What follows belongs to an exercise in optimizing a design on an open flow for small area; a production flow would make more cautious choices. The RTL was checked by simulation tests, not by an equivalence proof against the original design. In runs 3 to 5 the design's own scripts or RTL, not TritonCTS, make the clock network. The clock input has no modelled driver; a real chip could not lean on it and would need a root buffer or a full tree. Power and IR drop assume default switching activity.

==> flow/design.v <==
`timescale 1ns / 1ps
module delayN
	#(parameter NDELAY = 4)
	(clk,in,out);
   input clk;
   input in;
   output out;
   reg [NDELAY-1:0] shiftreg;
   wire 	    out = shiftreg[NDELAY-1];
   always @(posedge clk)
     shiftreg <= {shiftreg[NDELAY-2:0],in};
endmodule  
`timescale 1ns / 1ps
module vga_writer (
   input vclock,
   input reset,
   input [11:0] location,
   input [4:0] orientation,
   input [11:0] target_location,
   input new_data,
   input orientation_ready,
   input [10:0] hcount,
   input [9:0]  vcount,
   input hsync,
   input vsync,
   input blank,
   output phsync,
   output pvsync,
   output pblank,
   output [23:0] pixel
   );
   delayN #(.NDELAY(5)) hdelay (.clk(vclock),.in(hsync),.out(phsync));
   delayN #(.NDELAY(5)) vdelay (.clk(vclock),.in(vsync),.out(pvsync));
   delayN #(.NDELAY(5)) bdelay (.clk(vclock),.in(blank),.out(pblank));
   function [15:0] add16;
      input [15:0] a;
      input [15:0] b;
      input cin;
      integer i;
      reg c;
      begin
         c = cin;
         for (i = 0; i < 16; i = i + 1) begin
            add16[i] = a[i] ^ b[i] ^ c;
            c = (a[i] & b[i]) | (a[i] & c) | (b[i] & c);
         end
      end
   endfunction
   function ltu16;
      input [15:0] a;
      input [15:0] b;
      integer i;
      reg c;
      begin
         c = 1'b0;
         for (i = 0; i < 16; i = i + 1)
            c = (~a[i] & b[i]) | (~(a[i] ^ b[i]) & c);
         ltu16 = c;
      end
   endfunction
   reg [11:0] tloc;
   reg [11:0] rloc;
   reg        rrst;    
   always @(posedge vclock) begin
      if (reset) rrst <= 1'b1;
      else if (!vsync && (new_data | orientation_ready)) begin
         rrst <= 1'b0;
         rloc <= location;
      end
      if (!reset && !vsync) tloc <= target_location;
   end
   function [17:0] p2c;      
      input [11:0] loc;
      reg [7:0] r;
      reg [1:0] c;
      reg sw, xn, c1, c2, c3, nz;
      reg [15:0] p9, p66, o1, o2, t, hi;
      reg [7:0] lo;
      begin
         r = loc[7:0];
         xn   = ((loc[11:8] == 4'd7) | (loc[11:8] == 4'd8) | (loc[11:8] == 4'd9) | (loc[11:8] == 4'd10) | (loc[11:8] == 4'd11) | (loc[11:8] == 4'd12));
         sw   = ((loc[11:8] == 4'd4) | (loc[11:8] == 4'd5) | (loc[11:8] == 4'd6) | (loc[11:8] == 4'd7) | (loc[11:8] == 4'd8));
         c[0] = ((loc[11:8] == 4'd1) | (loc[11:8] == 4'd3) | (loc[11:8] == 4'd5) | (loc[11:8] == 4'd7) | (loc[11:8] == 4'd9) | (loc[11:8] == 4'd11));
         c[1] = (loc[11:8] == 4'd2) | (loc[11:8] == 4'd3) | (loc[11:8] == 4'd4) |
                (loc[11:8] == 4'd8) | (loc[11:8] == 4'd9) | (loc[11:8] == 4'd10);
         c1 = ~c[1] & c[0];
         c2 = c[1] & ~c[0];
         c3 = c[1] & c[0];
         p9  = add16({5'b0, r, 3'b0}, {8'b0, r}, 1'b0);
         p66 = add16({2'b0, r, 6'b0}, {7'b0, r, 1'b0}, 1'b0);
         o1  = c[0] ? p9 : (c2 ? {7'b0, r, 1'b0} : 16'd0);
         o2  = c3 ? p66 : (c2 ? {3'b0, r, 5'b0} : 16'd0);
         t   = add16(o1, o2, 1'b0);
         nz  = |t[7:0];
         hi  = add16({8'b0, r}, ~{8'b0, t[15:8]}, ~nz);
         lo  = c3 ? hi[7:0] : (c2 ? {2'b0, r[7:2]} : (c1 ? p66[15:8] : 8'd0));
         p2c = {1'b0, xn, sw ? lo : hi[7:0], sw ? hi[7:0] : lo};
      end
   endfunction
   wire [17:0] tc = p2c(tloc);
   wire [17:0] rc = p2c(rloc);
   wire [15:0] hh = add16({6'b0, hcount[10:1]}, 16'hFF04, 1'b0);
   wire [15:0] vv = add16({7'b0, vcount[9:1]}, 16'hFF03, vcount[0]);
   wire [15:0] tz = add16(hh, {8'b0, tc[15:8]} ^ {16{~tc[16]}}, ~tc[16]);
   wire [15:0] tw = add16(vv, {8'b0, tc[7:0]}, 1'b0);
   wire tsq = (tz[15:3] == 13'd0) & (tw[15:3] == 13'd0);
   wire [7:0]  rxm = rc[15:8] & {8{~rrst}};
   wire [7:0]  ry  = rrst ? 8'd192 : rc[7:0];
   wire [15:0] rz = add16(hh, {8'b0, rxm} ^ {16{~rc[16] | rrst}}, ~rc[16] | rrst);
   wire [15:0] rw = add16(vv, {8'b0, ry}, 1'b0);
   wire rsq = (rz[15:3] == 13'd0) & (rw[15:3] == (rrst ? 13'd32 : 13'd0));
   wire [2:0] wl = rw[2:0];
   wire [3:0] dx = {~rz[2], rz[1:0], hcount[0]};
   wire [3:0] dy = {wl[2], ~wl[1:0], vcount[0]};
   function [3:0] ab;    
      input [3:0] v;
      begin
         ab[0] = ((v == 4'd1) | (v == 4'd3) | (v == 4'd5) | (v == 4'd7) | (v == 4'd9) | (v == 4'd11) | (v == 4'd13) | (v == 4'd15));
         ab[1] = ((v == 4'd2) | (v == 4'd3) | (v == 4'd6) | (v == 4'd7) | (v == 4'd9) | (v == 4'd10) | (v == 4'd13) | (v == 4'd14));
         ab[2] = ((v == 4'd4) | (v == 4'd5) | (v == 4'd6) | (v == 4'd7) | (v == 4'd9) | (v == 4'd10) | (v == 4'd11) | (v == 4'd12));
         ab[3] = ((v == 4'd8));
      end
   endfunction
   wire [3:0] adx = ab(dx);
   wire [3:0] ady = ab(dy);
   wire [4:0] qa;    
   assign qa[0] = ((orientation == 5'd1) | (orientation == 5'd3) | (orientation == 5'd5) | (orientation == 5'd7) | (orientation == 5'd9) | (orientation == 5'd11) | (orientation == 5'd13) | (orientation == 5'd15) | (orientation == 5'd17) | (orientation == 5'd19) | (orientation == 5'd21) | (orientation == 5'd23) | (orientation == 5'd25) | (orientation == 5'd27) | (orientation == 5'd29) | (orientation == 5'd31));
   assign qa[1] = ((orientation == 5'd2) | (orientation == 5'd3) | (orientation == 5'd6) | (orientation == 5'd9) | (orientation == 5'd10) | (orientation == 5'd14) | (orientation == 5'd15) | (orientation == 5'd18) | (orientation == 5'd21) | (orientation == 5'd22) | (orientation == 5'd26) | (orientation == 5'd27) | (orientation == 5'd30));
   assign qa[2] = ((orientation == 5'd4) | (orientation == 5'd5) | (orientation == 5'd6) | (orientation == 5'd7) | (orientation == 5'd8) | (orientation == 5'd16) | (orientation == 5'd17) | (orientation == 5'd18) | (orientation == 5'd19) | (orientation == 5'd20) | (orientation == 5'd28) | (orientation == 5'd29) | (orientation == 5'd30) | (orientation == 5'd31));
   assign qa[3] = ((orientation == 5'd7) | (orientation == 5'd8) | (orientation == 5'd9) | (orientation == 5'd10) | (orientation == 5'd11) | (orientation == 5'd12) | (orientation == 5'd19) | (orientation == 5'd20) | (orientation == 5'd21) | (orientation == 5'd22) | (orientation == 5'd23) | (orientation == 5'd24) | (orientation == 5'd31));
   assign qa[4] = ((orientation == 5'd13) | (orientation == 5'd14) | (orientation == 5'd15) | (orientation == 5'd16) | (orientation == 5'd17) | (orientation == 5'd18) | (orientation == 5'd19) | (orientation == 5'd20) | (orientation == 5'd21) | (orientation == 5'd22) | (orientation == 5'd23) | (orientation == 5'd24));
   wire [1:0] quad = qa[4:3];
   wire [2:0] ang  = qa[2:0];
   wire on_line = ({ang, adx, ady} == 11'd16) |
                  ({ang, adx, ady} == 11'd32) |
                  ({ang, adx, ady} == 11'd48) |
                  ({ang, adx, ady} == 11'd64) |
                  ({ang, adx, ady} == 11'd80) |
                  ({ang, adx, ady} == 11'd96) |
                  ({ang, adx, ady} == 11'd112) |
                  ({ang, adx, ady} == 11'd128) |
                  ({ang, adx, ady} == 11'd256) |
                  ({ang, adx, ady} == 11'd257) |
                  ({ang, adx, ady} == 11'd258) |
                  ({ang, adx, ady} == 11'd272) |
                  ({ang, adx, ady} == 11'd273) |
                  ({ang, adx, ady} == 11'd274) |
                  ({ang, adx, ady} == 11'd288) |
                  ({ang, adx, ady} == 11'd289) |
                  ({ang, adx, ady} == 11'd290) |
                  ({ang, adx, ady} == 11'd304) |
                  ({ang, adx, ady} == 11'd305) |
                  ({ang, adx, ady} == 11'd306) |
                  ({ang, adx, ady} == 11'd320) |
                  ({ang, adx, ady} == 11'd321) |
                  ({ang, adx, ady} == 11'd322) |
                  ({ang, adx, ady} == 11'd323) |
                  ({ang, adx, ady} == 11'd336) |
                  ({ang, adx, ady} == 11'd337) |
                  ({ang, adx, ady} == 11'd338) |
                  ({ang, adx, ady} == 11'd339) |
                  ({ang, adx, ady} == 11'd352) |
                  ({ang, adx, ady} == 11'd353) |
                  ({ang, adx, ady} == 11'd354) |
                  ({ang, adx, ady} == 11'd355) |
                  ({ang, adx, ady} == 11'd368) |
                  ({ang, adx, ady} == 11'd369) |
                  ({ang, adx, ady} == 11'd370) |
                  ({ang, adx, ady} == 11'd371) |
                  ({ang, adx, ady} == 11'd384) |
                  ({ang, adx, ady} == 11'd385) |
                  ({ang, adx, ady} == 11'd386) |
                  ({ang, adx, ady} == 11'd387) |
                  ({ang, adx, ady} == 11'd388) |
                  ({ang, adx, ady} == 11'd512) |
                  ({ang, adx, ady} == 11'd513) |
                  ({ang, adx, ady} == 11'd514) |
                  ({ang, adx, ady} == 11'd528) |
                  ({ang, adx, ady} == 11'd529) |
                  ({ang, adx, ady} == 11'd530) |
                  ({ang, adx, ady} == 11'd544) |
                  ({ang, adx, ady} == 11'd545) |
                  ({ang, adx, ady} == 11'd546) |
                  ({ang, adx, ady} == 11'd547) |
                  ({ang, adx, ady} == 11'd560) |
                  ({ang, adx, ady} == 11'd561) |
                  ({ang, adx, ady} == 11'd562) |
                  ({ang, adx, ady} == 11'd563) |
                  ({ang, adx, ady} == 11'd576) |
                  ({ang, adx, ady} == 11'd577) |
                  ({ang, adx, ady} == 11'd578) |
                  ({ang, adx, ady} == 11'd579) |
                  ({ang, adx, ady} == 11'd580) |
                  ({ang, adx, ady} == 11'd592) |
                  ({ang, adx, ady} == 11'd593) |
                  ({ang, adx, ady} == 11'd594) |
                  ({ang, adx, ady} == 11'd595) |
                  ({ang, adx, ady} == 11'd596) |
                  ({ang, adx, ady} == 11'd609) |
                  ({ang, adx, ady} == 11'd610) |
                  ({ang, adx, ady} == 11'd611) |
                  ({ang, adx, ady} == 11'd612) |
                  ({ang, adx, ady} == 11'd613) |
                  ({ang, adx, ady} == 11'd626) |
                  ({ang, adx, ady} == 11'd627) |
                  ({ang, adx, ady} == 11'd628) |
                  ({ang, adx, ady} == 11'd629) |
                  ({ang, adx, ady} == 11'd630) |
                  ({ang, adx, ady} == 11'd642) |
                  ({ang, adx, ady} == 11'd643) |
                  ({ang, adx, ady} == 11'd644) |
                  ({ang, adx, ady} == 11'd645) |
                  ({ang, adx, ady} == 11'd646) |
                  ({ang, adx, ady} == 11'd768) |
                  ({ang, adx, ady} == 11'd785) |
                  ({ang, adx, ady} == 11'd802) |
                  ({ang, adx, ady} == 11'd819) |
                  ({ang, adx, ady} == 11'd836) |
                  ({ang, adx, ady} == 11'd853) |
                  ({ang, adx, ady} == 11'd870) |
                  ({ang, adx, ady} == 11'd887) |
                  ({ang, adx, ady} == 11'd904) |
                  ({ang, adx, ady} == 11'd1024) |
                  ({ang, adx, ady} == 11'd1025) |
                  ({ang, adx, ady} == 11'd1026) |
                  ({ang, adx, ady} == 11'd1040) |
                  ({ang, adx, ady} == 11'd1041) |
                  ({ang, adx, ady} == 11'd1042) |
                  ({ang, adx, ady} == 11'd1043) |
                  ({ang, adx, ady} == 11'd1057) |
                  ({ang, adx, ady} == 11'd1058) |
                  ({ang, adx, ady} == 11'd1059) |
                  ({ang, adx, ady} == 11'd1060) |
                  ({ang, adx, ady} == 11'd1061) |
                  ({ang, adx, ady} == 11'd1075) |
                  ({ang, adx, ady} == 11'd1076) |
                  ({ang, adx, ady} == 11'd1077) |
                  ({ang, adx, ady} == 11'd1078) |
                  ({ang, adx, ady} == 11'd1079) |
                  ({ang, adx, ady} == 11'd1092) |
                  ({ang, adx, ady} == 11'd1093) |
                  ({ang, adx, ady} == 11'd1094) |
                  ({ang, adx, ady} == 11'd1095) |
                  ({ang, adx, ady} == 11'd1096) |
                  ({ang, adx, ady} == 11'd1110) |
                  ({ang, adx, ady} == 11'd1111) |
                  ({ang, adx, ady} == 11'd1112) |
                  ({ang, adx, ady} == 11'd1128) |
                  ({ang, adx, ady} == 11'd1280) |
                  ({ang, adx, ady} == 11'd1281) |
                  ({ang, adx, ady} == 11'd1282) |
                  ({ang, adx, ady} == 11'd1283) |
                  ({ang, adx, ady} == 11'd1284) |
                  ({ang, adx, ady} == 11'd1296) |
                  ({ang, adx, ady} == 11'd1297) |
                  ({ang, adx, ady} == 11'd1298) |
                  ({ang, adx, ady} == 11'd1299) |
                  ({ang, adx, ady} == 11'd1300) |
                  ({ang, adx, ady} == 11'd1301) |
                  ({ang, adx, ady} == 11'd1302) |
                  ({ang, adx, ady} == 11'd1303) |
                  ({ang, adx, ady} == 11'd1315) |
                  ({ang, adx, ady} == 11'd1316) |
                  ({ang, adx, ady} == 11'd1317) |
                  ({ang, adx, ady} == 11'd1318) |
                  ({ang, adx, ady} == 11'd1319) |
                  ({ang, adx, ady} == 11'd1320) |
                  ({ang, adx, ady} == 11'd1335) |
                  ({ang, adx, ady} == 11'd1336) |
                  ({ang, adx, ady} == 11'd1537) |
                  ({ang, adx, ady} == 11'd1538) |
                  ({ang, adx, ady} == 11'd1539) |
                  ({ang, adx, ady} == 11'd1540) |
                  ({ang, adx, ady} == 11'd1541) |
                  ({ang, adx, ady} == 11'd1542) |
                  ({ang, adx, ady} == 11'd1543) |
                  ({ang, adx, ady} == 11'd1544) |
                  ({ang, adx, ady} == 11'd1808) |
                  ({ang, adx, ady} == 11'd1824) |
                  ({ang, adx, ady} == 11'd1840) |
                  ({ang, adx, ady} == 11'd1856) |
                  ({ang, adx, ady} == 11'd1872) |
                  ({ang, adx, ady} == 11'd1888) |
                  ({ang, adx, ady} == 11'd1904) |
                  ({ang, adx, ady} == 11'd1920);
   wire dx0 = (dx == 4'd0);
   wire dy0 = (dy == 4'd0);
   wire xle = dx[3] | dx0;
   wire xge = ~dx[3];
   wire yle = dy[3] | dy0;
   wire yge = ~dy[3];
   reg right_q;
   always @(*) begin
      case (quad)
         2'd1: right_q = xle & yge;
         2'd2: right_q = xle & yle;
         2'd3: right_q = xge & yle;
         default: right_q = xge & yge;
      endcase
   end
   wire [1:0] ob = !rsq ? 2'b00 : ((right_q & on_line) ? 2'b10 : 2'b01);
   wire oob = ltu16(16'd771, {5'b0, hcount}) | ltu16({5'b0, hcount}, 16'd253) |
              ltu16({6'b0, vcount}, 16'd253) | ltu16(16'd515, {6'b0, vcount});
   wire brd = ~ltu16({5'b0, hcount}, 16'd768) | ltu16({5'b0, hcount}, 16'd257) |
              ltu16({6'b0, vcount}, 16'd257) | ~ltu16({6'b0, vcount}, 16'd512);
   wire       neg = ~hcount[9];
   wire [7:0] u   = hcount[7:0] ^ {8{neg}};       
   wire [7:0] v   = vcount[7:0];                  
   wire [7:0] yc  = ~v;                           
   wire [15:0] e45 = add16({8'b0, u}, {8'b0, v}, neg);
   wire l45 = (e45 == 16'd255) | (e45 == 16'd256) | (e45 == 16'd257);
   wire [15:0] s17 = add16({4'b0, u, 4'b0}, {8'b0, u}, 1'b0);
   wire [15:0] s17n = add16(s17, {9'b0, neg, 1'b0, neg, 4'b0}, 1'b0);
   wire [15:0] e15 = add16({9'b0, s17n[12:6]}, {8'b0, v}, 1'b0);
   wire l15 = (e15 == 16'd255) | (e15 == 16'd256) | (e15 == 16'd257);
   wire ulo = ~u[7] & ~(u[6] & (u[5] | u[4] | u[3]));
   wire [15:0] t75 = add16({9'h1FF, ~u[6:0]}, {11'b0, neg, 2'b0, neg, 1'b1}, 1'b0);
   wire [15:0] s75 = add16({5'b0, u[6:0], 4'b0}, t75, 1'b0);
   wire [15:0] e75 = add16({6'b0, s75[11:2]}, {8'b0, v}, 1'b0);
   wire l75 = ulo & ~ltu16(e75, 16'd253) & ltu16(e75, 16'd260);
   function arcp;
      input [7:0] uu;
      input n;
      input [7:0] yy;
      input [7:0] m;
      input [7:0] ye;
      arcp = (uu == (n ? m - 8'd1 : m)) && (yy == ye - 8'd1);
   endfunction
   wire arc = arcp(u, neg, yc, 8'd224, 8'd16) | arcp(u, neg, yc, 8'd192, 8'd16) |
              arcp(u, neg, yc, 8'd160, 8'd16) | arcp(u, neg, yc, 8'd144, 8'd128) |
              arcp(u, neg, yc, 8'd128, 8'd144) | arcp(u, neg, yc, 8'd88, 8'd40) |
              arcp(u, neg, yc, 8'd40, 8'd88) | arcp(u, neg, yc, 8'd16, 8'd160) |
              arcp(u, neg, yc, 8'd16, 8'd192) | arcp(u, neg, yc, 8'd16, 8'd224);
   wire gb = ~oob & (brd | l15 | l45 | l75 | arc);
   reg [3:0] gp;
   reg [1:0] op1, op2, op3, op4;
   always @(posedge vclock) begin
      gp  <= {gp[2:0], gb};
      op1 <= ob;
      op2 <= op1;
      op3 <= op2;
      op4 <= op3;
   end
   reg [2:0] tp;       
   reg [2:0] rp;       
   reg [2:0] col;      
   reg [2:0] pix;
   wire rR = orientation_ready ? op4[1] : rp[2];
   wire rB = orientation_ready & op4[0];
   wire g4 = gp[3];
   wire t4 = tp[2];
   always @(posedge vclock) begin
      if (!reset && vsync) begin
         tp  <= {tp[1:0], tsq};
         rp  <= {rp[1:0], rsq};
         col <= {rR | (~rB & ~t4 & g4), t4 | (~rR & ~rB & g4), rB | (~rR & ~t4 & g4)};
         pix <= col;
      end
   end
   assign pixel = {{8{pix[2]}}, {8{pix[1]}}, {8{pix[0]}}};
endmodule
==> flow/flow/run.sh <==
#!/bin/bash
# Layout flow: the standard flow (standard.sh) with two changes.
# 1. Synthesis is ORFS's own synthesis script with the full-adder extraction
#    step off (ADDER_MAP_FILE empty, no Kogge-Stone adder map) and abc run with
#    an area script (flow/abc_deep.script: four rounds of &deepsyn, then amap
#    area mapping), so the
#    arithmetic is optimised together with the logic around it. Registers are
#    inferred, mapped and named exactly as in the standard synthesis.
# 2. Port buffers are the smallest buffer cell (buf_1) instead of the default.
# Each step's full output goes to its own log here (synth.log, layout.log);
# ORFS's per-step logs are under orfs/logs.
set -euo pipefail
W=$(pwd)
mkdir -p "$W/syn_scripts"
for f in "$FLOW_HOME"/scripts/*; do ln -sf "$f" "$W/syn_scripts/"; done
rm -f "$W/syn_scripts/abc_area.script"
cp "$W/flow/abc_deep.script" "$W/syn_scripts/abc_area.script"
SCRIPTS_DIR="$W/syn_scripts" ADDER_MAP_FILE= SYNTH_OPERATIONS_ARGS=-noshare ABC_AREA=1 \
  bash standard.sh synth > "$W/synth.log" 2>&1
BUFFER_PORTS_ARGS="-buffer_cell sky130_fd_sc_hd__buf_1" \
  bash standard.sh > "$W/layout.log" 2>&1
==> flow/flow/abc_deep.script <==
strash
&get -n
&deepsyn -T 60 -S 1
&deepsyn -T 60 -S 2
&deepsyn -T 60 -S 3
&deepsyn -T 60 -S 4
&put
dch
amap
topo
==> flow/standard.sh <==
#!/bin/bash
# synth_recipe.tcl (not shown) runs the flow's synth.tcl, then flattens the netlist and writes it again
# the make line also repeats each setting of config.mk as NAME=value (left out here)
make -C /OpenROAD-flow-scripts/flow DESIGN_CONFIG=/design/flow/config.mk WORK_HOME=/design/flow/orfs CLKGATE_MAP_FILE= SYNTH_SCRIPT=/design/flow/synth_recipe.tcl "${@:-finish}"
==> flow/config.mk <==
export PLATFORM = sky130hd
export DESIGN_NAME = vga_writer
export DESIGN_NICKNAME = vga_writer
export VERILOG_FILES = /design/flow/design.v
export SDC_FILE = /design/flow/constraint.sdc
export NUM_CORES = 4
export LEC_CHECK = 0
export CAP_MARGIN = 20
export CORE_MARGIN = 2
export CORE_UTILIZATION = 65
export CTS_BUF_LIST = sky130_fd_sc_hd__clkbuf_4 sky130_fd_sc_hd__clkbuf_8
export SLEW_MARGIN = 20
==> flow/constraint.sdc <==
create_clock -name core_clock -period 12.0 [get_ports {vclock}]
set_input_delay 2.4000 -clock core_clock [delete_from_list [all_inputs] [get_ports {vclock}]]
set_output_delay 2.4000 -clock core_clock [all_outputs]
set_load 0.01 [all_outputs]
==> results of run 1 <==
## area by class of cell
class                   count  share of cell area (%)
multi-input cells         907                    61.3
clock inverters             7                    1.70
repair buffers             89                    4.75
inverters                 129                    6.45
well taps                 136                    2.27
flip-flops and latches     64                    21.9
clock buffers               9                    1.65
## where the power goes
group          total (mW)  internal (mW)  leakage, nW  switching [mW]
registers           0.255          0.243        0.572          0.0117
logic               0.432          0.146         1.90           0.286
clock network       0.240          0.141        0.126          0.0987
## per-stage QoR
stage / worst slack (ns) / cells / cell area, um2
floorplan: 5.07 / 1121 / 6880
global placement: 4.42 / 1325 / 7250
detailed placement: 4.03 / 1325 / 7250
CTS: 3.95 / 1341 / 7500
global route: 2.77 / 1341 / 7500
finish: 3.76 / 1341 / 7500
## per-layer routing
layer  GRT usage (%)  vias to the layer above  wire length, um
met5               0                        -                0
met4            8.44                        0              414
met3            6.57                       49             2340
met2            57.4                      501             8990
met1            47.9                     3629             8420
li1                -                     4195                -
## logic make-up after synthesis
kind of cell | after synthesis
simple gates | 474
compound gates | 433
buf+inv | 150
flops | 64
## sequential cells by signal (all words and copies together) (netlist names)
name / cells
rrst: 1
tp: 3
rp: 3
gp: 4
rloc: 12
op1: 2
tloc: 12
hdelay.shiftreg: 5
op2: 2
pix: 3
op3: 2
bdelay.shiftreg: 5
vdelay.shiftreg: 5
col: 3
op4: 2
## worst max path at each step
stage / from / to / slack [ns] / depth (start not counted)
final: rloc[9] / op1[1] / 3.76 / 36
after detailed placement: rloc[4] / op1[1] / 4.03 / 40
after global routing: rloc[4] / op1[1] / 2.77 / 42
after CTS: rloc[4] / op1[1] / 3.95 / 42
after floorplan: rloc[4] / op1[1] / 5.07 / 40
after global placement: rloc[4] / op1[1] / 4.42 / 42
## synth_stat cells, types with 2 or more instances
master / number
a221oi_1: 2
o31ai_1: 2
a211oi_1: 4
a31oi_1: 16
a21o_1: 7
nor4_1: 10
or4b_1: 2
o32a_1: 3
nor2_1: 250
o21a_1: 30
a31o_1: 4
nor2b_1: 14
o22ai_1: 54
o221a_1: 2
nor3_1: 23
o2111ai_1: 4
nand4_1: 3
o22a_1: 5
a21oi_1: 103
dfxtp_1: 28
o21ai_0: 151
a32oi_1: 4
clkinv_1: 129
nand2b_1: 2
o211ai_1: 2
o221ai_1: 7
nand2_1: 128
nand3_1: 14
nor4b_1: 3
or4_1: 2
or2_0: 9
edfxtp_1: 36
and2_0: 4
o32ai_1: 5
or3_1: 4
a2111oi_0: 5
buf_4: 21
a22oi_1: 17
and3_1: 3
## critical path: cells and delay by family (launching register included)
kind,cells,cell delay (ns)
simple gates,17,2.93
buf+inv,3,0.84
flops,1,0.44
compound gates,16,3.92
==> impl_metrics.yaml, run 1 <==
cells_and_area:
  final_common_cell: "nor2_1"
  antenna_cells: 0
  final_layout_size_suffix_gt1_share_pct: 1.83
  nets: 1257
  final_cell_mix: "250 x nor2_1, 151 x o21ai_0, 129 x clkinv_1"
  seqCellArea_um2: 1640
  nFillCells: 886
  multi_input_area_um2: 4600
  final_util_pct: 72.7
  area_growth_syn_to_layout_pct: 9.02
critical_path:
  cp_common_cell: "nor2_1"
  worst_setup_path_start_kind: "flip-flop"
  worst-path-max-fanout: 8
  crit_path_top_delay_cell: "o21ai_0"
  critPathKind: "flip-flop to flip-flop"
  timing.rr.start: "rloc[9]"
  r2r-end: "op1[1]"
  r2r_cells: 36
  arrival_ns: 8.53
  critPathRequiredTime_ns: 12.30
  r2r_slack_ns: 3.76
  cp-end-kind: "flip-flop"
  cpPeakStageDelay_ns: 0.67
global_routing:
  grt_max_degree: 20
  grt_pass1_vias: 7113
  grt_use_total_pct: 35.1
  gr-total-overflow: 0
  grt_pass1_wl_mm: 32.7
  antenna_found_initial: 0
synthesis:
  ys_seq_area_share_pct: 23.9
  avgSynthCellArea_um2: 6.14
  synth-compound-area-share_pct: 37.8
  ys_seq_elements: 64
  syn_area_um2: 6880
  synth_cell_types: 48
  synth-adder-area-share_pct: 0
  synth_async_sr_flop_share_pct: 0
  synth_top_area_share_pct: 15.7
  synth_area_leaders: "edfxtp_1 16%, nor2_1 14%, o21ai_0 11%"
  synthXorXnorAreaFrac_pct: 0
  synth_edf_count: 36
  yosys.area_share.simple_pct: 29.0
  synth_top_family_by_area: "compound AO/OA/AOI/OAI gates"
  synth_nets: 1178
  synth_ff_type: "edfxtp_1"
  yosysTopAreaCell: "edfxtp_1"
  ys_warn_count: 2
  synthMuxAreaShare_pct: 0
  synthesis.instances: 1121
route:
  firstDrtPassIters: 6
  drt_iter0_markers: 1066
  vias_per_cell: 6.24
  drc: 0
  vias: 8374
  ant_nets: 0
  wire_per_inst_um: 15.0
  drt_wl_total_mm: 20.2
sta:
  fin_tns_setup_ns: 0
  whs_ns: 0.325
  tightest_slew_ns: 1.10
  post-route-min-period_ns: 8.24
  drv_slew: 0
  setup_viol: 0
  finalHoldViolCount: 0
  finalClockSkew_ns: 0.00720
  fmax_mhz: 121
  finalCritPeriodShare_pct: 68.6
  rsz0062_at_grt: "no"
  relSlewSlack_pct: 26.6
floorplan:
  die_width_um: 107
  rows: 37
  start_util_pct: 66.7
  ios: 84
  die_y_um: 107
  dieArea_um2: 11400
  core_um2: 10300
outcome:
  status: "complete, no violations"
clock_network:
  cts-root-buf: "clkbuf_8"
  clkSlewWorstSetupHoldPaths_ns: 0.08
  cts_hold_buf: 0
  cts_buffer_depth: 2
  insertion_delay_ns: 0.37
  cts_buffers: 9
  htree_levels: 3
  cts_resized: 0
  postCtsSetupRepairBufs: 0
  cts.sinks: 64
  cts_tree: "built"
power_and_ir_drop:
  totalPowerFinal_mw: 0.926
  powerDensity_nw_per_um2: 123
  leakagePower_nw: 2.59
  ir_worst_vdd_v: 0.000107
min_path:
  whs_path_depth: 0
  hp-start: "op2[1]"
  hold_end: "op3[1]"
  min_path_type: "flip-flop to flip-flop"
placed_design:
  dp_hpwl_mm: 15.5
  place_congestion: 1.08
  portBuffers: 83
job:
  drv_cap: 0
==> run 2, diff against run 1 <==
--- a/flow/design.v
+++ b/flow/design.v
@@ -59,15 +59,4 @@
       end
    endfunction
-   reg [11:0] tloc;
-   reg [11:0] rloc;
-   reg        rrst;    
-   always @(posedge vclock) begin
-      if (reset) rrst <= 1'b1;
-      else if (!vsync && (new_data | orientation_ready)) begin
-         rrst <= 1'b0;
-         rloc <= location;
-      end
-      if (!reset && !vsync) tloc <= target_location;
-   end
    function [17:0] p2c;      
       input [11:0] loc;
@@ -98,16 +87,34 @@
       end
    endfunction
-   wire [17:0] tc = p2c(tloc);
-   wire [17:0] rc = p2c(rloc);
+   reg [11:0] tloc;
+   reg        rxs;
+   reg [7:0]  rxv;
+   reg [7:0]  ry;
+   reg        rrst;    
+   wire [17:0] pc  = p2c(vsync ? tloc : location);
+   wire        pxs = ~pc[16];                     
+   wire [7:0]  pxv = pc[15:8] ^ {8{pxs}};
+   always @(posedge vclock) begin
+      if (reset) begin
+         rrst <= 1'b1;
+         rxs  <= 1'b0;
+         rxv  <= 8'd0;
+         ry   <= 8'd0;
+      end else if (!vsync && (new_data | orientation_ready)) begin
+         rrst <= 1'b0;
+         rxs  <= pxs;
+         rxv  <= pxv;
+         ry   <= pc[7:0];
+      end
+      if (!reset && !vsync) tloc <= target_location;
+   end
    wire [15:0] hh = add16({6'b0, hcount[10:1]}, 16'hFF04, 1'b0);
    wire [15:0] vv = add16({7'b0, vcount[9:1]}, 16'hFF03, vcount[0]);
-   wire [15:0] tz = add16(hh, {8'b0, tc[15:8]} ^ {16{~tc[16]}}, ~tc[16]);
-   wire [15:0] tw = add16(vv, {8'b0, tc[7:0]}, 1'b0);
+   wire [15:0] tz = add16(hh, {{8{pxs}}, pxv}, pxs);
+   wire [15:0] tw = add16(vv, {8'b0, pc[7:0]}, 1'b0);
    wire tsq = (tz[15:3] == 13'd0) & (tw[15:3] == 13'd0);
-   wire [7:0]  rxm = rc[15:8] & {8{~rrst}};
-   wire [7:0]  ry  = rrst ? 8'd192 : rc[7:0];
-   wire [15:0] rz = add16(hh, {8'b0, rxm} ^ {16{~rc[16] | rrst}}, ~rc[16] | rrst);
+   wire [15:0] rz = add16(hh, {{8{rxs}}, rxv}, rxs);
    wire [15:0] rw = add16(vv, {8'b0, ry}, 1'b0);
-   wire rsq = (rz[15:3] == 13'd0) & (rw[15:3] == (rrst ? 13'd32 : 13'd0));
+   wire rsq = (rz[15:3] == 13'd0) & (rw[15:3] == (rrst ? 13'd8 : 13'd0));
    wire [2:0] wl = rw[2:0];
    wire [3:0] dx = {~rz[2], rz[1:0], hcount[0]};
==> run 2 against run 1 <==
  * Clock-buffer cell count did not move
  * Critical path depth rose by 3
  * Hold slack got worse by 0.0032 ns
  * Fmax fell by 20%
  * Clock skew rose by 0.0094 ns
  * Die area fell by 13%
  * Flip-flop and latch count rose by 5
  * Highest routed layer unchanged
==> impl_metrics.yaml, run 2 <==
outcome:
  status: "complete, no violations"
min_path:
  min_path_type: "flip-flop to flip-flop"
  hp-start: "bdelay.shiftreg[2]"
  whs_path_depth: 0
  hold_end: "bdelay.shiftreg[3]"
global_routing:
  antenna_found_initial: 0
  grt_pass1_wl_mm: 31.2
  grt_pass1_vias: 6829
  gr-total-overflow: 0
  grt_use_total_pct: 38.3
  grt_max_degree: 19
critical_path:
  cp-startpoint: "vsync"
  critPathKind: "input pin to flip-flop"
  cp-end-kind: "flip-flop"
  critPathBufInv: 4
  timing.rr.start: "tloc[11]"
  r2r-end: "tp[0]"
  cpLargestDelayFamily: "compound AO/OA/AOI/OAI gates"
  r2r_slack_ns: 4.47
  r2r_cells: 33
  worst_setup_path_start_kind: "input pin"
  crit_path_top_delay_cell: "o22ai_1"
  worst-path-max-fanout: 16
  cp_common_cell: "nor2_1"
  cpPeakStageDelay_ns: 0.73
  critPathRequiredTime_ns: 12.22
  arrival_ns: 10.50
synthesis:
  yosysTopAreaCell: "dfxtp_1"
  synth_edf_count: 24
  ys_warn_count: 2
  synth_nets: 987
  ys_seq_elements: 69
  ys_top_cells_by_count: "198 x nor2_1, 117 x clkinv_1, 99 x o21ai_0"
  synth_cell_types: 46
  avgSynthCellArea_um2: 6.39
  synth_async_sr_flop_share_pct: 0
  syn_area_um2: 5940
  synth_ff_type: "dfxtp_1"
  yosysMostFrequentCell: "nor2_1"
  ys_seq_area_share_pct: 27.3
  synth_area_leaders: "dfxtp_1 15%, nor2_1 13%, edfxtp_1 12%"
  synthesis.instances: 930
  synth_top_area_share_pct: 15.2
floorplan:
  start_util_pct: 67.4
  die_y_um: 99.6
  rows: 34
  core_um2: 8810
  dieArea_um2: 9920
  ios: 84
  die_width_um: 99.6
route:
  drt_wl_total_mm: 18.8
  firstDrtPassIters: 14
  ant_nets: 0
  vias: 7400
  wire_per_inst_um: 16.7
  drc: 0
  vias_per_cell: 6.60
  drt_iter0_markers: 773
cells_and_area:
  regMostFlops: "tloc"
  top_regs: "tloc: 12 flops, rxv: 8 flops, ry: 8 flops"
  largest_reg_flops: 12
  final_cell_mix: "198 x nor2_1, 117 x clkinv_1, 98 x o21ai_0"
  final_common_cell: "nor2_1"
  final_util_pct: 73.7
  antenna_cells: 0
  final_area_um2: 6490
  final_layout_size_suffix_gt1_share_pct: 2.07
  area_growth_syn_to_layout_pct: 9.33
  nets: 1065
sta:
  finalHoldViolCount: 0
  post-route-min-period_ns: 10.27
  finalCritPeriodShare_pct: 85.6
  finalClockSkew_ns: 0.0166
  fmax_mhz: 97.3
  setup_viol: 0
  fin_tns_setup_ns: 0
  drv_slew: 0
  tightest_slew_ns: 1.23
  relSlewSlack_pct: 17.3
  rsz0062_at_grt: "no"
power_and_ir_drop:
  swShare_pct: 43.8
  pwr-share-comb_pct: 47.0
  ir_worst_vdd_v: 0.0000792
  pwr-share-seq_pct: 29.0
  leakagePower_nw: 2.25
  powerDensity_nw_per_um2: 142
  p_switching_mw: 0.404
  p_int_mw: 0.519
  p_clk_share_pct: 24.0
placed_design:
  place_congestion: 1.00
  placed_area_um2: 6270
  dp_hpwl_mm: 14.3
  portBuffers: 83
job:
  drv_cap: 0
clock_network:
  htree_levels: 3
  cts_buffers: 9
  cts.sinks: 69
  cts-root-buf: "clkbuf_8"
  cts_buffer_depth: 2
  cts_tree: "built"
  cts_hold_buf: 0
  postCtsSetupRepairBufs: 0
  insertion_delay_ns: 0.36
  cts_resized: 0
  clkSlewWorstSetupHoldPaths_ns: 0.08
## run 2: cell types whose count changed in the layout (fill, tap and decap cells not counted), moves of 5 or more
cell / change
edfxtp_1: -12
o22ai_1: +30
nand3_1: -6
dfxtp_1: +17
a31oi_1: -5
a21oi_1: -13
nand2_1: -42
nor3_1: -5
nor4_1: -5
clkinv_1: -12
o21a_1: -10
nor2_1: -52
nor2b_1: -6
o21ai_0: -53
## run 2: routing by layer
layer	up-vias	routed length, um	track usage (%)
met3	135	2260	7.45
li1	3509	-	-
met5	-	0	0
met2	599	8380	63.5
met1	3157	7050	47.3
met4	0	1080	19.4
## run 2: kinds of logic (layout without fill, tap and decap cells)
kind of cell	Yosys count	after routing	synth area share (%)
AO/OA/AOI/OAI	368	368	37.3
buffers and inverters	138	221	10.0
AND/OR/NAND/NOR	353	353	25.1
flip-flops	69	69	27.3
XOR/XNOR	2	2	0.295
## run 2: power by group through the flow
| stage | registers [mW] | clock network, mW | logic (mW) |
|---|---|---|---|
| after floorplan | 0.270 | 0 | 0.318 |
| after global placement | 0.271 | 0 | 0.401 |
| after detailed placement | 0.272 | 0 | 0.412 |
| after CTS | 0.267 | 0.224 | 0.417 |
| after global routing | 0.269 | 0.232 | 0.484 |
| final | 0.268 | 0.222 | 0.434 |
## run 2: through the flow
step           hold slack, ns  setup slack [ns]  power [mW]  instances
2_1_floorplan           0.310              3.69       0.588        930
3_3_place_gp            0.310              2.40       0.673       1105
3_5_place_dp            0.312              1.86       0.684       1105
4_1_cts                 0.325              2.16       0.908       1121
5_1_grt                 0.335              1.11       0.985       1121
6_report                0.322              1.73       0.923       1121
## run 2: final cells by class
cell class	instances	area [um2]
Inverter	117	439
Fill cell	719	2310
Clock buffer	9	124
Timing Repair Buffer	88	349
Sequential cell	69	1620
Multi-Input combinational cell	723	3720
Tap cell	108	135
Clock inverter	7	104
## run 2: worst max-delay path by stage
stage	to	slack, ns	cells past startpoint
floorplan	tp[0]	3.69	39
global placement	tp[0]	2.40	40
detailed placement	tp[0]	1.86	40
CTS	tp[0]	2.16	40
global route	tp[0]	1.11	41
finish	tp[0]	1.73	39
==> run 3, diff against run 2 <==
==> flow/flow/run.sh (replaced) <==
#!/bin/bash
# Layout flow: the standard flow (standard.sh) with three changes.
# 1. Synthesis is ORFS's own synthesis script with the full-adder extraction
#    step off (ADDER_MAP_FILE empty, no Kogge-Stone adder map) and abc run with
#    an area script (flow/abc_deep.script: four rounds of &deepsyn, then amap
#    area mapping), so the arithmetic is optimised together with the logic
#    around it. Registers are inferred, mapped and named exactly as in the
#    standard synthesis.
# 2. Port buffers are the smallest buffer cell (buf_1) instead of the default.
# 3. Clock tree: flow/cts.tcl is ORFS's cts.tcl with clock_tree_synthesis
#    replaced by four clkbuf_8, one per quadrant of the registers, each at
#    the centre of its registers and fed from the clock port; the rest of the
#    step (placement legalisation, timing repair) is unchanged.
# Each step's full output goes to its own log here (synth.log, layout.log);
# ORFS's per-step logs are under orfs/logs.
set -euo pipefail
W=$(pwd)
mkdir -p "$W/syn_scripts" "$W/lay_scripts"
for f in "$FLOW_HOME"/scripts/*; do
  ln -sf "$f" "$W/syn_scripts/"
  ln -sf "$f" "$W/lay_scripts/"
done
rm -f "$W/syn_scripts/abc_area.script" "$W/lay_scripts/cts.tcl"
cp "$W/flow/abc_deep.script" "$W/syn_scripts/abc_area.script"
cp "$W/flow/cts.tcl" "$W/lay_scripts/cts.tcl"
SCRIPTS_DIR="$W/syn_scripts" ADDER_MAP_FILE= SYNTH_OPERATIONS_ARGS=-noshare ABC_AREA=1 \
  bash standard.sh synth > "$W/synth.log" 2>&1
SCRIPTS_DIR="$W/lay_scripts" FLOW_CLK_GROUPS=4 FLOW_CLK_BUF=sky130_fd_sc_hd__clkbuf_8 \
BUFFER_PORTS_ARGS="-buffer_cell sky130_fd_sc_hd__buf_1" \
  bash standard.sh > "$W/layout.log" 2>&1
==> flow/flow/cts.tcl (new file) <==
utl::set_metrics_stage "cts__{}"
source $::env(SCRIPTS_DIR)/load.tcl
source $::env(SCRIPTS_DIR)/lec_check.tcl
erase_non_stage_variables cts
load_design 3_place.odb 3_place.sdc
source_step_tcl PRE CTS

# Clone clock tree inverters next to register loads
# so cts does not try to buffer the inverted clocks.
repair_clock_inverters

proc save_progress { stage } {
  puts "Run 'make gui_$stage.odb' to load progress snapshot"
  orfs_write_db $::env(RESULTS_DIR)/$stage.odb
  orfs_write_sdc $::env(RESULTS_DIR)/$stage.sdc
}

# Run CTS
set cts_args [list \
  -sink_clustering_enable \
  -repair_clock_nets]

append_env_var cts_args CTS_BUF_DISTANCE -distance_between_buffers 1
append_env_var cts_args CTS_CLUSTER_SIZE -sink_clustering_size 1
append_env_var cts_args CTS_CLUSTER_DIAMETER -sink_clustering_max_diameter 1
append_env_var cts_args CTS_BUF_LIST -buf_list 1
append_env_var cts_args CTS_LIB_NAME -library 1


if { [env_var_exists_and_non_empty CTS_ARGS] } {
  set cts_args $::env(CTS_ARGS)
}

set_dont_use $::env(DONT_USE_CELLS)

# The clock tree: the registers are split into FLOW_CLK_GROUPS groups (2 or 4:
# halves by x, then by y) and each group gets one buffer at its centre, fed
# from the clock port (instead of clock_tree_synthesis).
proc my_clock_buffers {} {
  set groups $::env(FLOW_CLK_GROUPS)
  set mname $::env(FLOW_CLK_BUF)
  set block [ord::get_db_block]
  set clk_port_net [[$block findBTerm vclock] getNet]
  $clk_port_net setSigType CLOCK
  set master [[ord::get_db] findMaster $mname]
  set sinks {}
  foreach iterm [$clk_port_net getITerms] {
    set loc [[$iterm getInst] getLocation]
    lappend sinks [list $iterm [lindex $loc 0] [lindex $loc 1]]
  }
  # split by x into two halves, then (for 4 groups) each half by y
  set sinks [lsort -integer -index 1 $sinks]
  set h [expr {[llength $sinks] / 2}]
  set parts [list [lrange $sinks 0 [expr {$h - 1}]] [lrange $sinks $h end]]
  if {$groups == 4} {
    set p4 {}
    foreach p $parts {
      set p [lsort -integer -index 2 $p]
      set q [expr {[llength $p] / 2}]
      lappend p4 [lrange $p 0 [expr {$q - 1}]] [lrange $p $q end]
    }
    set parts $p4
  }
  set k 0
  foreach p $parts {
    set buf [odb::dbInst_create $block $master clkbuf_leaf_$k]
    set net [odb::dbNet_create $block clknet_leaf_$k]
    $net setSigType CLOCK
    set sx 0
    set sy 0
    foreach s $p {
      set iterm [lindex $s 0]
      set sx [expr {$sx + [lindex $s 1]}]
      set sy [expr {$sy + [lindex $s 2]}]
      $iterm disconnect
      $iterm connect $net
    }
    [$buf findITerm A] connect $clk_port_net
    [$buf findITerm X] connect $net
    $buf setLocation [expr {$sx / [llength $p]}] [expr {$sy / [llength $p]}]
    $buf setPlacementStatus PLACED
    puts "my_clock_buffers: $mname clkbuf_leaf_$k drives [llength $p] clock pins"
    incr k
  }
}
my_clock_buffers

utl::push_metrics_stage "cts__{}__pre_repair_timing"
log_cmd estimate_parasitics -placement
if { $::env(DETAILED_METRICS) } {
  report_metrics 4 "cts pre-repair-timing"
}
utl::pop_metrics_stage

set_placement_padding -global \
  -left $::env(CELL_PAD_IN_SITES_DETAIL_PLACEMENT) \
  -right $::env(CELL_PAD_IN_SITES_DETAIL_PLACEMENT)

set result [catch { detailed_placement } msg]
if { $result != 0 } {
  save_progress 4_1_error
  error "Detailed placement failed in CTS: $msg"
}

log_cmd estimate_parasitics -placement

if { $::env(CTS_SNAPSHOTS) } {
  save_progress 4_1_pre_repair_hold_setup
}

if { !$::env(SKIP_CTS_REPAIR_TIMING) } {
  if { $::env(EQUIVALENCE_CHECK) } {
    write_eqy_verilog 4_before_rsz.v
  }
  if { $::env(LEC_CHECK) } {
    write_lec_verilog 4_before_rsz_lec.v
  }

  repair_timing_helper

  if { $::env(EQUIVALENCE_CHECK) } {
    run_equivalence_test
  }
  if { $::env(LEC_CHECK) } {
    write_lec_verilog 4_after_rsz_lec.v
    run_lec_test 4_rsz 4_before_rsz_lec.v 4_after_rsz_lec.v
  }

  set result [catch { detailed_placement } msg]
  if { $result != 0 } {
    save_progress 4_1_error
    error "Detailed placement failed in CTS: $msg"
  }

  check_placement -verbose
}

report_metrics 4 "cts final"

source_step_tcl POST CTS

orfs_write_db $::env(RESULTS_DIR)/4_1_cts.odb
orfs_write_sdc $::env(RESULTS_DIR)/4_cts.sdc
--- a/flow/config.mk
+++ b/flow/config.mk
@@ -9,4 +9,3 @@
 export CORE_MARGIN = 2
 export CORE_UTILIZATION = 65
-export CTS_BUF_LIST = sky130_fd_sc_hd__clkbuf_4 sky130_fd_sc_hd__clkbuf_8
 export SLEW_MARGIN = 20
==> run 3 against run 2 <==
  * Still clean on timing, DRC and antenna
  * Clock skew shrank 0.0013 ns
  * Total power shrank 15%
  * Register-to-register slack gained 0.24 ns
  * Critical path depth is 1 higher
  * Hold slack gained 0.014 ns
  * Final cell count down 1.1%
  * Global-route usage shrank 3.0 points
  * Fmax is 0.51% lower
  * Sequential share of layout area rose by 0.68 points
  * Largest power group unchanged
==> impl_metrics.yaml, run 3 <==
outcome:
  status: "complete, no violations"
sta:
  rsz0062_at_grt: "no"
  finalCritPeriodShare_pct: 86.0
  relSlewSlack_pct: 25.4
  drv_slew: 0
  fin_tns_setup_ns: 0
  post-route-min-period_ns: 10.33
  setup_viol: 0
  finalClockSkew_ns: 0.0153
  finalHoldViolCount: 0
  tightest_slew_ns: 1.11
  fmax_mhz: 96.8
synthesis:
  avgSynthCellArea_um2: 6.39
  synth_edf_count: 24
  ys_warn_count: 2
  synth_cell_types: 46
  ys_top_cells_by_count: "198 x nor2_1, 117 x clkinv_1, 99 x o21ai_0"
  synth_top_area_share_pct: 15.2
  yosysTopAreaCell: "dfxtp_1"
  ys_seq_area_share_pct: 27.3
  synth_nets: 987
  synth_area_leaders: "dfxtp_1 15%, nor2_1 13%, edfxtp_1 12%"
  syn_area_um2: 5940
  synth_ff_type: "dfxtp_1"
  synthesis.instances: 930
  synth_async_sr_flop_share_pct: 0
  ys_seq_elements: 69
  yosysMostFrequentCell: "nor2_1"
floorplan:
  die_width_um: 99.6
  rows: 34
  ios: 84
  dieArea_um2: 9920
  die_y_um: 99.6
  core_um2: 8810
  start_util_pct: 67.4
route:
  vias_per_cell: 6.48
  drc: 0
  drt_wl_total_mm: 17.8
  ant_nets: 0
  drt_iter0_markers: 619
  firstDrtPassIters: 6
  vias: 7181
  wire_per_inst_um: 16.0
clock_network:
  postCtsSetupRepairBufs: 0
  cts_resized: 0
  cts_hold_buf: 0
  insertion_delay_ns: 0.17
  clkSlewWorstSetupHoldPaths_ns: 0.12
power_and_ir_drop:
  totalPowerFinal_mw: 0.784
  powerDensity_nw_per_um2: 124
  ir_worst_vdd_v: 0.0000603
  leakagePower_nw: 2.17
cells_and_area:
  final_layout_size_suffix_gt1_share_pct: 0.899
  area_growth_syn_to_layout_pct: 6.43
  nFillCells: 752
  final_area_um2: 6320
  final_cell_mix: "198 x nor2_1, 117 x clkinv_1, 98 x o21ai_0"
  nets: 1060
  layoutNonFillerInstCount: 1109
  final_common_cell: "nor2_1"
  regMostFlops: "tloc"
  largest_reg_flops: 12
  top_regs: "tloc: 12 flops, rxv: 8 flops, ry: 8 flops"
  antenna_cells: 0
global_routing:
  grt_use_total_pct: 35.3
  gr-total-overflow: 0
  grt_pass1_wl_mm: 29.6
  grt_pass1_vias: 6620
  grt_max_degree: 19
  antenna_found_initial: 0
critical_path:
  worst_setup_path_start_kind: "input pin"
  cp-end-kind: "flip-flop"
  cpPeakStageDelay_ns: 0.74
  crit_path_top_delay_cell: "o22ai_1"
  arrival_ns: 10.37
  worst-path-max-fanout: 16
  critPathKind: "input pin to flip-flop"
  r2r_slack_ns: 4.71
  critPathRequiredTime_ns: 12.05
placed_design:
  dp_hpwl_mm: 14.3
  dp.cells: 1105
  place_congestion: 1.00
  placed_area_um2: 6270
  portBuffers: 83
min_path:
  min_path_type: "flip-flop to flip-flop"
job:
  drv_cap: 0
## run 3: changes by cell type in the layout (fill, tap and decap cells not counted), sizes merged
cell	previous run	this run
clkbuf	9	4
inv	4	0
bufinv	2	0
clkinv	118	117
## run 3: through the flow
step,util [%],hold WS [ns],worst slack [ns]
after detailed placement,71.2,0.312,1.86
after global routing,71.8,0.343,0.947
final,71.8,0.336,1.67
after floorplan,-,0.310,3.69
after global placement,71.2,0.310,2.40
after CTS,71.8,0.312,1.82
## run 3: logic make-up (layout without fill, tap and decap cells)
family	Yosys count	in the layout	share of synthesized area, %
AO/OA/AOI/OAI	368	368	37.3
XOR/XNOR	2	2	0.295
buffers and inverters	138	209	10.0
flip-flops	69	69	27.3
AND/OR/NAND/NOR	353	353	25.1
## run 3: final cells by class
| cell class | count | area (um2) | area share, % |
|---|---|---|---|
| repair buffers | 88 | 349 | 5.52 |
| flip-flops and latches | 69 | 1620 | 25.7 |
| multi-input cells | 723 | 3720 | 58.9 |
| inverters | 117 | 439 | 6.95 |
| plain buffers | 4 | 55.1 | 0.871 |
| well taps | 108 | 135 | 2.14 |
## run 3: power breakdown
part	internal, mW	switching [mW]
logic	0.141	0.288
registers	0.258	0.00955
clock network	0.0310	0.0571
## run 3: worst max-delay path: cells and delay by family
| kind | cells | cell delay, ns |
|---|---|---|
| buffers and inverters | 4 | 1.50 |
| and+or+nand+nor | 15 | 2.13 |
| AOI/OAI and AO/OA | 21 | 4.36 |
## run 3: per-layer routing
metal  vias up  GRT usage [%]  wire, um
li1       3493              -         -
met1      3082           45.6      7080
met3        78           3.30      1880
met5         -              0         0
met4         0           14.3       731
met2       528           60.6      8090
## run 3: path summary, 6_finish.rpt
kind	end	depth (start not counted)	startpoint
hold reg to reg	op3[1]	0	op2[1]
setup / recovery	tp[0]	40	vsync
setup reg to reg	tp[0]	38	tloc[1]
hold / removal	op3[1]	0	op2[1]
==> run 4, diff against run 3 <==
--- a/flow/flow/run.sh
+++ b/flow/flow/run.sh
@@ -3,5 +3,5 @@
 # 1. Synthesis is ORFS's own synthesis script with the full-adder extraction
 #    step off (ADDER_MAP_FILE empty, no Kogge-Stone adder map) and abc run with
-#    an area script (flow/abc_deep.script: four rounds of &deepsyn, then amap
+#    an area script (flow/abc_deep.script: eight rounds of &deepsyn, then amap
 #    area mapping), so the arithmetic is optimised together with the logic
 #    around it. Registers are inferred, mapped and named exactly as in the
==> flow/flow/abc_deep.script (replaced) <==
strash
&get -n
&deepsyn -T 45 -S 1
&deepsyn -T 45 -S 2
&deepsyn -T 45 -S 3
&deepsyn -T 45 -S 4
&deepsyn -T 45 -S 5
&deepsyn -T 45 -S 6
&deepsyn -T 45 -S 7
&deepsyn -T 45 -S 8
&put
dch
amap
topo
--- a/flow/config.mk
+++ b/flow/config.mk
@@ -9,3 +9,4 @@
 export CORE_MARGIN = 2
 export CORE_UTILIZATION = 65
+export GPL_TIMING_DRIVEN = 0
 export SLEW_MARGIN = 20
==> run 4 against run 3 <==
  * Largest power group unchanged
  * Hold slack lost 0.00097 ns
  * Global-route usage shrank 4.2 points
  * Clock power shrank 3.2%
  * Combinational power shrank 3%
  * Critical endpoint unchanged
  * Die area shrank 0.26%
  * Critical path type unchanged
  * Flip-flop and latch count is the same
  * Sequential share of layout area shrank 0.44 points
  * Sequential power is essentially flat
==> impl_metrics.yaml, run 4 <==
global_routing:
  grt.met2_usage_pct: 52.2
  grt_pass1_vias: 6046
  use_met3_pct: 3.30
  gr-total-overflow: 0
  grtUsageMet1_pct: 42.4
  grt_max_degree: 19
  grt.busiest_layer: "met2"
  grt_pass1_wl_mm: 26.3
  grt_use_total_pct: 31.1
  antenna_found_initial: 0
synthesis:
  yosysTopAreaCell: "dfxtp_1"
  synth_async_sr_flop_share_pct: 0
  synth_edf_count: 24
  ys_seq_area_share_pct: 27.4
  synthesis.instances: 923
  synth_ff_type: "dfxtp_1"
  synth_nets: 980
  ys_seq_elements: 69
  ys_warn_count: 2
  synth_cell_types: 46
  avgSynthCellArea_um2: 6.42
  yosysMostFrequentCell: "nor2_1"
  ys_top_cells_by_count: "177 x nor2_1, 118 x clkinv_1, 112 x o21ai_0"
  synth_area_leaders: "dfxtp_1 15%, edfxtp_1 12%, nor2_1 11%"
  syn_area_um2: 5920
  synth_top_area_share_pct: 15.2
route:
  wire_per_inst_um: 13.8
  vias_per_cell: 6.14
  firstDrtPassIters: 5
  ant_nets: 0
  vias: 6860
  drc: 0
  drt_wl_total_mm: 15.5
  drt_iter0_markers: 449
floorplan:
  start_util_pct: 67.6
  dieArea_um2: 9890
  core_um2: 8760
  die_y_um: 99.5
  ios: 84
  rows: 34
  die_width_um: 99.5
cells_and_area:
  final_area_um2: 6430
  final_cell_mix: "177 x nor2_1, 118 x clkinv_1, 110 x o21ai_0"
  area_growth_syn_to_layout_pct: 8.60
  antenna_cells: 0
  final_common_cell: "nor2_1"
  regMostFlops: "tloc"
  final_layout_size_suffix_gt1_share_pct: 2.67
  top_regs: "tloc: 12 flops, rxv: 8 flops, ry: 8 flops"
  nets: 1069
  largest_reg_flops: 12
critical_path:
  cp_common_cell: "nand2_1"
  critPathRequiredTime_ns: 11.94
  cp-end-kind: "flip-flop"
  crit_path_top_delay_cell: "o22ai_1"
  cpPeakStageDelay_ns: 0.69
  worst_setup_path_start_kind: "input pin"
  critPathKind: "input pin to flip-flop"
  arrival_ns: 9.99
  worst-path-max-fanout: 16
placed_design:
  dp_hpwl_mm: 12.6
  portBuffers: 83
  dp_slack_ns: 1.85
  place_congestion: 1.01
  placed_area_um2: 6380
sta:
  tightest_slew_ns: 1.05
  fin_tns_setup_ns: 0
  rsz0062_at_grt: "no"
  whs_ns: 0.335
  finalCritPeriodShare_pct: 83.8
  setup_viol: 0
  finalClockSkew_ns: 0.0121
  fmax_mhz: 99.5
  finalHoldViolCount: 0
  relSlewSlack_pct: 29.4
  setup_ws_ns: 1.95
  post-route-min-period_ns: 10.05
  drv_slew: 0
outcome:
  status: "complete, no violations"
min_path:
  min_path_type: "flip-flop to flip-flop"
clock_network:
  postCtsSetupRepairBufs: 0
  insertion_delay_ns: 0.16
  cts_hold_buf: 0
  clkSlewWorstSetupHoldPaths_ns: 0.11
  cts_resized: 0
power_and_ir_drop:
  leakagePower_nw: 2.22
  ir_worst_vdd_v: 0.0000708
  totalPowerFinal_mw: 0.767
  powerDensity_nw_per_um2: 119
job:
  drv_cap: 0
run 4: worst paths after layout:
| check | start | end | slack (ns) | cells past startpoint |
|---|---|---|---|---|
| worst max-delay path | vsync | tp[0] | 1.95 | 46 |
| worst min-delay path | op3[1] | op4[1] | 0.33 | 0 |
| worst max register to register | tloc[1] | tp[0] | 4.94 | 44 |
| worst min register to register | op3[1] | op4[1] | 0.33 | 0 |
run 4: where the power goes:
| part | internal (mW) | switching (mW) | total [mW] | leakage (nW) |
|---|---|---|---|---|
| clock network | 0.0310 | 0.0543 | 0.0853 | 0.0288 |
| logic | 0.141 | 0.274 | 0.415 | 1.60 |
| registers | 0.258 | 0.00851 | 0.266 | 0.599 |
| total | 0.430 | 0.337 | 0.767 | 2.22 |
run 4: stage by stage:
stage               cells  util, %
floorplan             923        -
global placement     1114     72.7
detailed placement   1114     72.8
CTS                  1118     73.4
global route         1118     73.4
finish               1118     73.4
run 4: logic make-up (layout without fill, tap and decap cells):
kind of cell	count (synthesis)	in the layout	synth area share (%)
flops	69	69	27.4
simple gates	347	347	24.9
compound gates	368	368	37.6
buf+inv	139	226	10.1
run 4: cell type report:
| type | count | area, um2 |
|---|---|---|
| plain buffers | 25 | 213 |
| repair buffers | 83 | 312 |
| multi-input cells | 715 | 3710 |
| flip-flops and latches | 69 | 1620 |
| inverters | 118 | 443 |
| well taps | 108 | 135 |
| fillers | 776 | 2330 |
run 4: critical path: cells and delay by family:
kind	cells	cell delay (ns)
AO/OA/AOI/OAI	20	3.60
AND/OR/NAND/NOR	21	2.53
buffers and inverters	5	1.46
run 4: routing by layer:
metal | up-vias | wire [um] | share of wire, %
li1 | 3518 | - | -
met5 | - | 0 | 0
met2 | 331 | 6820 | 44
met4 | 0 | 492 | 3.2
met3 | 48 | 1380 | 8.9
met1 | 2963 | 6760 | 44
==> run 5, diff against run 4 <==
--- a/flow/design.v
+++ b/flow/design.v
@@ -88,7 +88,7 @@
    endfunction
    reg [11:0] tloc;
-   reg        rxs;
-   reg [7:0]  rxv;
-   reg [7:0]  ry;
+   reg        nrxs;
+   reg [7:0]  nrxv;
+   reg [7:0]  nry;
    reg        rrst;    
    wire [17:0] pc  = p2c(vsync ? tloc : location);
@@ -98,15 +98,18 @@
       if (reset) begin
          rrst <= 1'b1;
-         rxs  <= 1'b0;
-         rxv  <= 8'd0;
-         ry   <= 8'd0;
+         nrxs <= 1'b1;
+         nrxv <= 8'hFF;
+         nry  <= 8'hFF;
       end else if (!vsync && (new_data | orientation_ready)) begin
          rrst <= 1'b0;
-         rxs  <= pxs;
-         rxv  <= pxv;
-         ry   <= pc[7:0];
+         nrxs <= ~pxs;
+         nrxv <= ~pxv;
+         nry  <= ~pc[7:0];
       end
       if (!reset && !vsync) tloc <= target_location;
    end
+   wire       rxs = ~nrxs;
+   wire [7:0] rxv = ~nrxv;
+   wire [7:0] ry  = ~nry;
    wire [15:0] hh = add16({6'b0, hcount[10:1]}, 16'hFF04, 1'b0);
    wire [15:0] vv = add16({7'b0, vcount[9:1]}, 16'hFF03, vcount[0]);
==> run 5 against run 4 <==
  * Clock power rose by 0.7%
  * Critical path depth down 9
  * Utilization decreased by 0.14 points
  * Global-route usage rose by 0.51 points
  * Design area increased by 0.29%
  * Sequential power about the same
  * Highest routed layer unchanged
  * Fmax decreased by 3.8%
  * Synthesized cell count up 0.22%
  * Still clean on timing, DRC and antenna
==> impl_metrics.yaml, run 5 <==
outcome:
  status: "complete, no violations"
cells_and_area:
  nFillCells: 783
  seqCellArea_um2: 1620
  largest_reg_flops: 12
  nets: 1072
  final_common_cell: "nor2_1"
  final_util_pct: 73.3
  area_growth_syn_to_layout_pct: 8.71
  multi_input_area_um2: 3810
  antenna_cells: 0
  final_area_um2: 6450
  regMostFlops: "tloc"
  final_cell_mix: "178 x nor2_1, 127 x o21ai_0, 116 x nand2_1"
  final_layout_size_suffix_gt1_share_pct: 2.67
  top_regs: "tloc: 12 flops, nrxv: 8 flops, nry: 8 flops"
route:
  drt_wl_total_mm: 16.2
  vias: 6890
  drc: 0
  ant_nets: 0
  drt_iter0_markers: 511
  wire_per_inst_um: 14.5
  vias_per_cell: 6.15
  firstDrtPassIters: 5
synthesis:
  yosysMostFrequentCell: "nor2_1"
  ys_seq_area_share_pct: 27.3
  ys_top_cells_by_count: "178 x nor2_1, 128 x o21ai_0, 116 x nand2_1"
  synth_async_sr_flop_share_pct: 0
  synth_area_leaders: "dfxtp_1 15%, edfxtp_1 12%, nor2_1 11%"
  ys_warn_count: 2
  yosysTopAreaCell: "dfxtp_1"
  avgSynthCellArea_um2: 6.42
  synth_nets: 982
  synth_top_area_share_pct: 15.2
  ys_seq_elements: 69
  syn_area_um2: 5930
  synth_cell_types: 49
  synth_edf_count: 24
  synthesis.instances: 925
  synth_ff_type: "dfxtp_1"
global_routing:
  grt_max_degree: 19
  grt_use_total_pct: 31.6
  grt_pass1_wl_mm: 26.6
  grt_pass1_vias: 5834
  antenna_found_initial: 0
  gr-total-overflow: 0
clock_network:
  cts_hold_buf: 0
  clkSlewWorstSetupHoldPaths_ns: 0.11
  insertion_delay_ns: 0.16
  postCtsSetupRepairBufs: 0
  cts_resized: 0
floorplan:
  rows: 34
  die_width_um: 99.6
  dieArea_um2: 9910
  die_y_um: 99.6
  core_um2: 8810
  start_util_pct: 67.4
  ios: 84
min_path:
  min_path_type: "flip-flop to flip-flop"
critical_path:
  cpPeakStageDelay_ns: 0.53
  crit_path_end: "tp[0]"
  crit_path_top_delay_cell: "or4_1"
  cpLargestDelayFamily: "compound AO/OA/AOI/OAI gates"
  worst-path-max-fanout: 15
  r2r_cells: 35
  critPathRequiredTime_ns: 11.94
  r2r-end: "tp[0]"
  arrival_ns: 10.40
  cp-end-kind: "flip-flop"
  timing.rr.start: "tloc[10]"
  r2r_slack_ns: 4.42
  cp-startpoint: "vsync"
  path_depth: 37
  critPathKind: "input pin to flip-flop"
  worst_setup_path_start_kind: "input pin"
  critPathBufInv: 5
sta:
  finalHoldViolCount: 0
  post-route-min-period_ns: 10.45
  finalClockSkew_ns: 0.0167
  fmax_mhz: 95.7
  tightest_slew_ns: 1.08
  fin_tns_setup_ns: 0
  drv_slew: 0
  relSlewSlack_pct: 27.1
  rsz0062_at_grt: "no"
  setup_viol: 0
  finalCritPeriodShare_pct: 87.1
power_and_ir_drop:
  pwr-share-comb_pct: 53.5
  p_clk_share_pct: 11.3
  p_int_mw: 0.425
  p_switching_mw: 0.335
  pwr-share-seq_pct: 35.2
  ir_worst_vdd_v: 0.0000686
  swShare_pct: 44.1
  leakagePower_nw: 2.26
  powerDensity_nw_per_um2: 118
job:
  drv_cap: 0
placed_design:
  place_congestion: 1.02
  dp_hpwl_mm: 13.1
  portBuffers: 83
  placed_area_um2: 6400
==> run 5: cell count changes after synthesis, sizes merged, moves of 5 or more <==
cell and delta:
nor4 -8, clkinv -24, a31oi +5, nand3 +7, o22a +10, o21a -8, o22ai -23, a22oi -6
nor3 +15, o21ai +16, nand2 +11
==> run 5: worst reg2reg max path, delay by kind of cell, from the launching register on <==
kind                   cells  cell delay, ns
AOI/OAI and AO/OA         21            3.76
DFF                        1            0.39
buffers and inverters      3            0.85
and+or+nand+nor           11            2.37
==> run 5: final cells by class <==
type,instances,share of cell area (%)
plain buffers,25,3.30
inverters,94,5.47
multi-input cells,741,59.1
flip-flops and latches,69,25.1
well taps,108,2.09
repair buffers,84,4.95
==> run 5: cell families (layout without fill, tap and decap cells) <==
| logic type | Yosys count | in the layout | share of synthesized area, % |
|---|---|---|---|
| AND/OR/NAND/NOR | 370 | 370 | 26.1 |
| AO/OA/AOI/OAI | 369 | 369 | 37.7 |
| XOR/XNOR | 2 | 2 | 0.295 |
| flip-flops | 69 | 69 | 27.3 |
| buffers and inverters | 115 | 203 | 8.60 |
==> run 5: per-layer routing <==
layer  up-vias  GRT usage (%)  share of wire (%)
li1       3545              -                  -
met1      2966           44.5                 45
met2       349           54.0                 45
met3        30           1.62                8.3
met4         0           7.06                2.0
met5         -              0                  0
==> run 5: power by group through the flow <==
stage	logic [mW]	registers, mW	clock network, mW
2_1_floorplan	0.304	0.271	0
3_3_place_gp	0.386	0.272	0
3_5_place_dp	0.394	0.273	0
4_1_cts	0.396	0.273	0.0651
5_1_grt	0.457	0.270	0.0940
6_report	0.406	0.268	0.0859
==> run 5: worst min-delay path by stage <==
stage,start,to,slack [ns],depth (start not counted)
CTS,op1[0],op2[0],0.31,0
global placement,hdelay.shiftreg[3],hdelay.shiftreg[4],0.31,0
global route,gp[1],gp[2],0.33,0
floorplan,bdelay.shiftreg[0],bdelay.shiftreg[1],0.31,0
finish,gp[1],gp[2],0.32,0
detailed placement,gp[0],gp[1],0.31,0
==> run 5: through the flow <==
| stage | power, mW | std cells | hold WS, ns | worst slack [ns] |
|---|---|---|---|---|
| floorplan | 0.574 | 925 | 0.310 | 3.59 |
| global placement | 0.658 | 1116 | 0.310 | 1.69 |
| detailed placement | 0.667 | 1117 | 0.312 | 1.55 |
| CTS | 0.735 | 1121 | 0.312 | 1.50 |
| global route | 0.821 | 1121 | 0.330 | 0.554 |
| finish | 0.760 | 1121 | 0.325 | 1.55 |

-- port drivers added, routing unchanged --
In the flow no input, the clock included, has a driving cell. The finished layouts below were timed again as built, in two steps. Step 1: set_driving_cell puts a clkbuf_16 on vclock and a buf_2 on each other input, an assumption about the parent block. Step 2 moves the port delays by t, midway between the first and last clock arrival at a register: inputs arrive t later, outputs are due t later. That takes back most of the time a late clock gives input paths. a / b / c = ideal / step 1 / step 2; a / b = the first two.
| run | shift t [ns] | setup slack, ns | worst slew at a driven data input, ns | pins driven straight from the clock port |
|---|---|---|---|---|
| run 1 | 0.393 | 3.762 / 3.762 / 3.762 | 0.05 | 1 |
| run 2 | 0.385 | 1.727 / 1.734 / 1.349 | 0.04 | 1 |
| run 3 | 0.223 | 1.674 / 1.707 / 1.484 | 0.04 | 4 |
| run 4 | 0.218 | 1.948 / 1.984 / 1.766 | 0.04 | 4 |
| run 5 | 0.216 | 1.548 / 1.586 / 1.369 | 0.04 | 4 |
After both steps every run listed still meets setup and hold. The setup slack of run 2, which loses most, moves by +0.007 ns with the drivers and by -0.378 ns with both steps.
